What follows belongs to an exercise in optimizing a design on an open flow for small area and a short achievable clock period; a production flow would make more cautious choices.

raven:
==> module ahb_ram, before the edit <==
module ahb_ram(
	input         HCLK,
    input         WE,         
    input  [3:0]  WADDR,      
    input  [31:0] HWDATA,
    input  [3:0]  RADDR,      
	output [31:0] RDATA       
);
  reg [31:0] ram[15:0];  
  wire [15:0] rsel = 16'b1 << RADDR;
  reg  [31:0] rd;
  integer i;
  always@(*) begin
    rd = 32'b0;
    for (i = 0; i < 16; i = i + 1)
      rd = rd | ({32{rsel[i]}} & ram[i]);
  end
  assign RDATA = (WE & (WADDR == RADDR)) ? HWDATA : rd;
  always@(posedge HCLK)
    if (WE) ram[WADDR] <= HWDATA;
endmodule
==> module ahb_timer, before the edit <==
module ahb_timer(
	input         HCLK,
    input         HRESETn,
    input         WE,          
    input  [2:0]  WADDR,       
    input  [31:0] HWDATA,
    input  [2:0]  RADDR,       
    output [31:0] RDATA
);
  reg  [3:0]  cs;
  reg  [31:0] clo, chi;
  reg  [31:0] c0r, c1r, c2r, c3r;   
  reg  [3:0]  cv;                   
  reg         clo_max;              
  wire [31:0] clo_d, chi_d;
  wire [31:0] c0, c1, c2, c3;
  wire [3:0]  match, clr;
  wire [7:0]  wsel = {8{WE}} & (8'b1 << WADDR);
  wire [31:0] clo_inc = clo + 1;
  wire [31:0] chi_inc = chi + clo_max;
  assign clo_d = wsel[1] ? HWDATA : clo_inc;
  assign chi_d = wsel[2] ? HWDATA : chi_inc;
  assign c0 = {32{cv[0]}} & c0r;
  assign c1 = {32{cv[1]}} & c1r;
  assign c2 = {32{cv[2]}} & c2r;
  assign c3 = {32{cv[3]}} & c3r;
  wire clo_zero = (clo == 32'b0);
  assign clr = {4{wsel[0]}} & HWDATA[3:0];
  assign match[0] = ~clr[0] & (cs[0] | (cv[0] ? (clo == c0r) : clo_zero));
  assign match[1] = ~clr[1] & (cs[1] | (cv[1] ? (clo == c1r) : clo_zero));
  assign match[2] = ~clr[2] & (cs[2] | (cv[2] ? (clo == c2r) : clo_zero));
  assign match[3] = ~clr[3] & (cs[3] | (cv[3] ? (clo == c3r) : clo_zero));
  always@(posedge HCLK or negedge HRESETn)
    if (~HRESETn) begin
      cs  <= 4'b0;    
      clo <= 32'b0;   
      chi <= 32'b0;   
      cv  <= 4'b0;    
      clo_max <= 1'b0;
    end 
	else begin
      cs  <= match;
      clo <= clo_d;
      chi <= chi_d;
      cv  <= cv | wsel[6:3];
      clo_max <= &clo_d;
    end    
  always@(posedge HCLK) begin
    if (wsel[3]) c0r <= HWDATA;
    if (wsel[4]) c1r <= HWDATA;
    if (wsel[5]) c2r <= HWDATA;
    if (wsel[6]) c3r <= HWDATA;
  end
  wire [7:0] rsel = 8'b1 << RADDR;
  wire       fwd  = WE & (WADDR == RADDR) & (RADDR != 3'd0) & (RADDR != 3'd7);
  assign RDATA = fwd ? HWDATA :
                 (({32{rsel[0]}} & {28'b0, match}) |
                  ({32{rsel[1]}} & clo_inc) |
                  ({32{rsel[2]}} & chi_inc) |
                  ({32{rsel[3]}} & c0) |
                  ({32{rsel[4]}} & c1) |
                  ({32{rsel[5]}} & c2) |
                  ({32{rsel[6]}} & c3));
endmodule
==> module ahb_lite, before the edit <==
module ahb_lite(
	input        HCLK,
    input        HRESETn,
    input [31:0] HADDR,
    input        HWRITE,
    input [31:0] HWDATA,
    output[31:0] HRDATA,
    input [31:0] pins_in,
    output[31:0] pins_out,
    output[31:0] pins_dir
);
  wire [3:0]  HSEL;
  wire [31:0] RD0, RD1, RD2, RD3, RDNEXT;
  wire [31:0] RDDEL;
  wire [2:0]  WSEL, WSELDEL;
  wire [3:0]  WADDRDEL;
  wire [31:0] INDIR, PINSELDEL;
  ahb_decoder dec(HADDR, HSEL);
  assign WSEL = {3{HWRITE}} & HSEL[3:1];
  flop #(3)   wselreg(HCLK, WSEL, WSELDEL);
  flop #(4)   waddrreg(HCLK, HADDR[5:2], WADDRDEL);
  ahb_rom     rom  (HADDR[7:2], RD0);
  ahb_ram     ram  (HCLK, WSELDEL[0], WADDRDEL, HWDATA, HADDR[5:2], RD1);
  ahb_gpio    gpio (HCLK, HRESETn, WSELDEL[1], WADDRDEL[0], HWDATA, HADDR[2], RD2, INDIR, pins_out, pins_dir);
  ahb_timer   timer(HCLK, HRESETn, WSELDEL[2], WADDRDEL[2:0], HWDATA, HADDR[4:2], RD3);
  ahb_mux     mux(HSEL, RD0, RD1, RD2, RD3, RDNEXT);
  flop #(32)  rdreg(HCLK, RDNEXT, RDDEL);
  flop #(32)  pinselreg(HCLK, {32{HSEL[2] & ~HADDR[2]}} & INDIR, PINSELDEL);
  assign HRDATA = RDDEL | (PINSELDEL & pins_in);
endmodule
Settings: LEC_CHECK=0, CAP_MARGIN=20, CORE_MARGIN=2, CORE_UTILIZATION=45, CTS_CLUSTER_DIAMETER=100, CTS_CLUSTER_SIZE=20, SETUP_SLACK_MARGIN=4.5, SLEW_MARGIN=20; clock period 8.0 ns.
standard.sh (not shown) runs the stock make flow with config.mk's settings and CLKGATE_MAP_FILE= SYNTH_SCRIPT=/design/flow/synth_recipe.tcl, a recipe that flattens the netlist after the stock synthesis.
==> flow/flow/run.sh <==
#!/bin/bash
# Standard layout, with small port buffers and the pins_in/HRDATA pins paired.
set -euo pipefail
here=$(pwd)
export BUFFER_PORTS_ARGS="-buffer_cell sky130_fd_sc_hd__buf_1"
export PRE_IO_PLACEMENT_TCL=$here/flow/io.tcl
bash standard.sh > $here/standard.log 2>&1
==> flow/flow/io.tcl <==
# keep each pins_in bit beside the HRDATA bit it feeds
set_io_pin_constraint -group -order -pin_names {pins_in[0] HRDATA[0] pins_in[1] HRDATA[1] pins_in[2] HRDATA[2] pins_in[3] HRDATA[3] pins_in[4] HRDATA[4] pins_in[5] HRDATA[5] pins_in[6] HRDATA[6] pins_in[7] HRDATA[7] pins_in[8] HRDATA[8] pins_in[9] HRDATA[9] pins_in[10] HRDATA[10] pins_in[11] HRDATA[11] pins_in[12] HRDATA[12] pins_in[13] HRDATA[13] pins_in[14] HRDATA[14] pins_in[15] HRDATA[15] pins_in[16] HRDATA[16] pins_in[17] HRDATA[17] pins_in[18] HRDATA[18] pins_in[19] HRDATA[19] pins_in[20] HRDATA[20] pins_in[21] HRDATA[21] pins_in[22] HRDATA[22] pins_in[23] HRDATA[23] pins_in[24] HRDATA[24] pins_in[25] HRDATA[25] pins_in[26] HRDATA[26] pins_in[27] HRDATA[27] pins_in[28] HRDATA[28] pins_in[29] HRDATA[29] pins_in[30] HRDATA[30] pins_in[31] HRDATA[31]}
raven completed; timing, DRC and antenna clean
[inputs] sierra vs raven
--- a/flow/design.v
+++ b/flow/design.v
@@ -39,22 +39,24 @@
 	input         HCLK,
     input         WE,         
     input  [3:0]  WADDR,      
     input  [31:0] HWDATA,
     input  [3:0]  RADDR,      
-	output [31:0] RDATA       
+	output [31:0] RDATA,      
+    output        FWD         
 );
   reg [31:0] ram[15:0];  
   wire [15:0] rsel = 16'b1 << RADDR;
   reg  [31:0] rd;
   integer i;
   always@(*) begin
     rd = 32'b0;
     for (i = 0; i < 16; i = i + 1)
       rd = rd | ({32{rsel[i]}} & ram[i]);
   end
-  assign RDATA = (WE & (WADDR == RADDR)) ? HWDATA : rd;
+  assign RDATA = rd;
+  assign FWD   = WE & (WADDR == RADDR);
   always@(posedge HCLK)
     if (WE) ram[WADDR] <= HWDATA;
 endmodule
 module ahb_gpio(input  logic        HCLK,
                 input  logic        HRESETn,
@@ -85,11 +87,12 @@
     input         HRESETn,
     input         WE,          
     input  [2:0]  WADDR,       
     input  [31:0] HWDATA,
     input  [2:0]  RADDR,       
-    output [31:0] RDATA
+    output [31:0] RDATA,
+    output        FWD          
 );
   reg  [3:0]  cs;
   reg  [31:0] clo, chi;
   reg  [31:0] c0r, c1r, c2r, c3r;   
   reg  [3:0]  cv;                   
@@ -132,19 +135,18 @@
     if (wsel[4]) c1r <= HWDATA;
     if (wsel[5]) c2r <= HWDATA;
     if (wsel[6]) c3r <= HWDATA;
   end
   wire [7:0] rsel = 8'b1 << RADDR;
-  wire       fwd  = WE & (WADDR == RADDR) & (RADDR != 3'd0) & (RADDR != 3'd7);
-  assign RDATA = fwd ? HWDATA :
-                 (({32{rsel[0]}} & {28'b0, match}) |
+  assign FWD   = WE & (WADDR == RADDR) & (RADDR != 3'd0) & (RADDR != 3'd7);
+  assign RDATA = ({32{rsel[0]}} & {28'b0, match}) |
                   ({32{rsel[1]}} & clo_inc) |
                   ({32{rsel[2]}} & chi_inc) |
                   ({32{rsel[3]}} & c0) |
                   ({32{rsel[4]}} & c1) |
                   ({32{rsel[5]}} & c2) |
-                  ({32{rsel[6]}} & c3));
+                  ({32{rsel[6]}} & c3);
 endmodule
 module ahb_lite(
 	input        HCLK,
     input        HRESETn,
     input [31:0] HADDR,
@@ -154,23 +156,25 @@
     input [31:0] pins_in,
     output[31:0] pins_out,
     output[31:0] pins_dir
 );
   wire [3:0]  HSEL;
-  wire [31:0] RD0, RD1, RD2, RD3, RDNEXT;
+  wire [31:0] RD0, RD1, RD2, RD3, RDSEL, RDNEXT;
+  wire        FWD1, FWD3;
   wire [31:0] RDDEL;
   wire [2:0]  WSEL, WSELDEL;
   wire [3:0]  WADDRDEL;
   wire [31:0] INDIR, PINSELDEL;
   ahb_decoder dec(HADDR, HSEL);
   assign WSEL = {3{HWRITE}} & HSEL[3:1];
   flop #(3)   wselreg(HCLK, WSEL, WSELDEL);
   flop #(4)   waddrreg(HCLK, HADDR[5:2], WADDRDEL);
   ahb_rom     rom  (HADDR[7:2], RD0);
-  ahb_ram     ram  (HCLK, WSELDEL[0], WADDRDEL, HWDATA, HADDR[5:2], RD1);
+  ahb_ram     ram  (HCLK, WSELDEL[0], WADDRDEL, HWDATA, HADDR[5:2], RD1, FWD1);
   ahb_gpio    gpio (HCLK, HRESETn, WSELDEL[1], WADDRDEL[0], HWDATA, HADDR[2], RD2, INDIR, pins_out, pins_dir);
-  ahb_timer   timer(HCLK, HRESETn, WSELDEL[2], WADDRDEL[2:0], HWDATA, HADDR[4:2], RD3);
-  ahb_mux     mux(HSEL, RD0, RD1, RD2, RD3, RDNEXT);
+  ahb_timer   timer(HCLK, HRESETn, WSELDEL[2], WADDRDEL[2:0], HWDATA, HADDR[4:2], RD3, FWD3);
+  ahb_mux     mux(HSEL, RD0, RD1, RD2, RD3, RDSEL);
+  assign RDNEXT = ((HSEL[1] & FWD1) | (HSEL[3] & FWD3)) ? HWDATA : RDSEL;
   flop #(32)  rdreg(HCLK, RDNEXT, RDDEL);
   flop #(32)  pinselreg(HCLK, {32{HSEL[2] & ~HADDR[2]}} & INDIR, PINSELDEL);
   assign HRDATA = RDDEL | (PINSELDEL & pins_in);
 endmodule
Notes after the runs:
[compare] base=raven new=sierra: period utilization dropped 0.33 points; worst hold-check slack barely changed; synthesized area per cell dropped about 0.6%.
On fraction of synthesized area in multiplexers, sierra and raven are neck and neck.
sierra vs raven, count of filler cells inserted in the layout went down by 36.
Any difference in register cell area after layout between raven and sierra is small enough to ignore.
The detailed-routed wire length on met3 reported for sierra is smaller than that of raven by 1100 µm.
Compared sierra vs raven, and headroom to the max-slew limit is up in sierra.
In sierra relative to raven, met1 wire length had gone up by a few percent.
sierra went all the way through synthesis, placement and routing and the layout is clean on timing, DRC and antenna.
Final cell area: sierra above raven
[compare] base=raven new=sierra: critical path data required time fell 0.04 ns, met3 demand-to-capacity share in global routing fell 1.4 points, sequential area share after synthesis about even.
Function was not checked in any run of this note: the RTL went through the layout flow alone.

afterwards: timing with drivers on the ports:
The results above use ideal ports. As a check the final layouts listed here were re-extracted and re-timed, cells and wires unchanged. Step 1 sets driving cells, clkbuf_16 on the clock port and buf_2 on the other inputs (assumed; they add their load-dependent delay and slew). Step 2, shift: input delay + t, output delay - t, t = (earliest + latest rising clock arrival at the registers) / 2. This alone moves slack from input paths to output paths. Three values: ideal ports, drivers, drivers and shift; two values: the first two.
run	shift t [ns]	slack for setup (ns)	hold slack, ns	clock arrival spread, ns	cell pins on the clock port's net
raven	0.705	4.317 / 4.324 / 3.619	0.533 / 0.533 / 0.533	0.065 / 0.066	1
sierra	0.721	4.343 / 4.368 / 3.653	0.534 / 0.534 / 0.534	0.056 / 0.056	1
After both steps every run listed still meets setup and hold. For raven, which loses most, drivers alone change the setup slack by +0.007 ns; drivers and shift together by -0.698 ns.
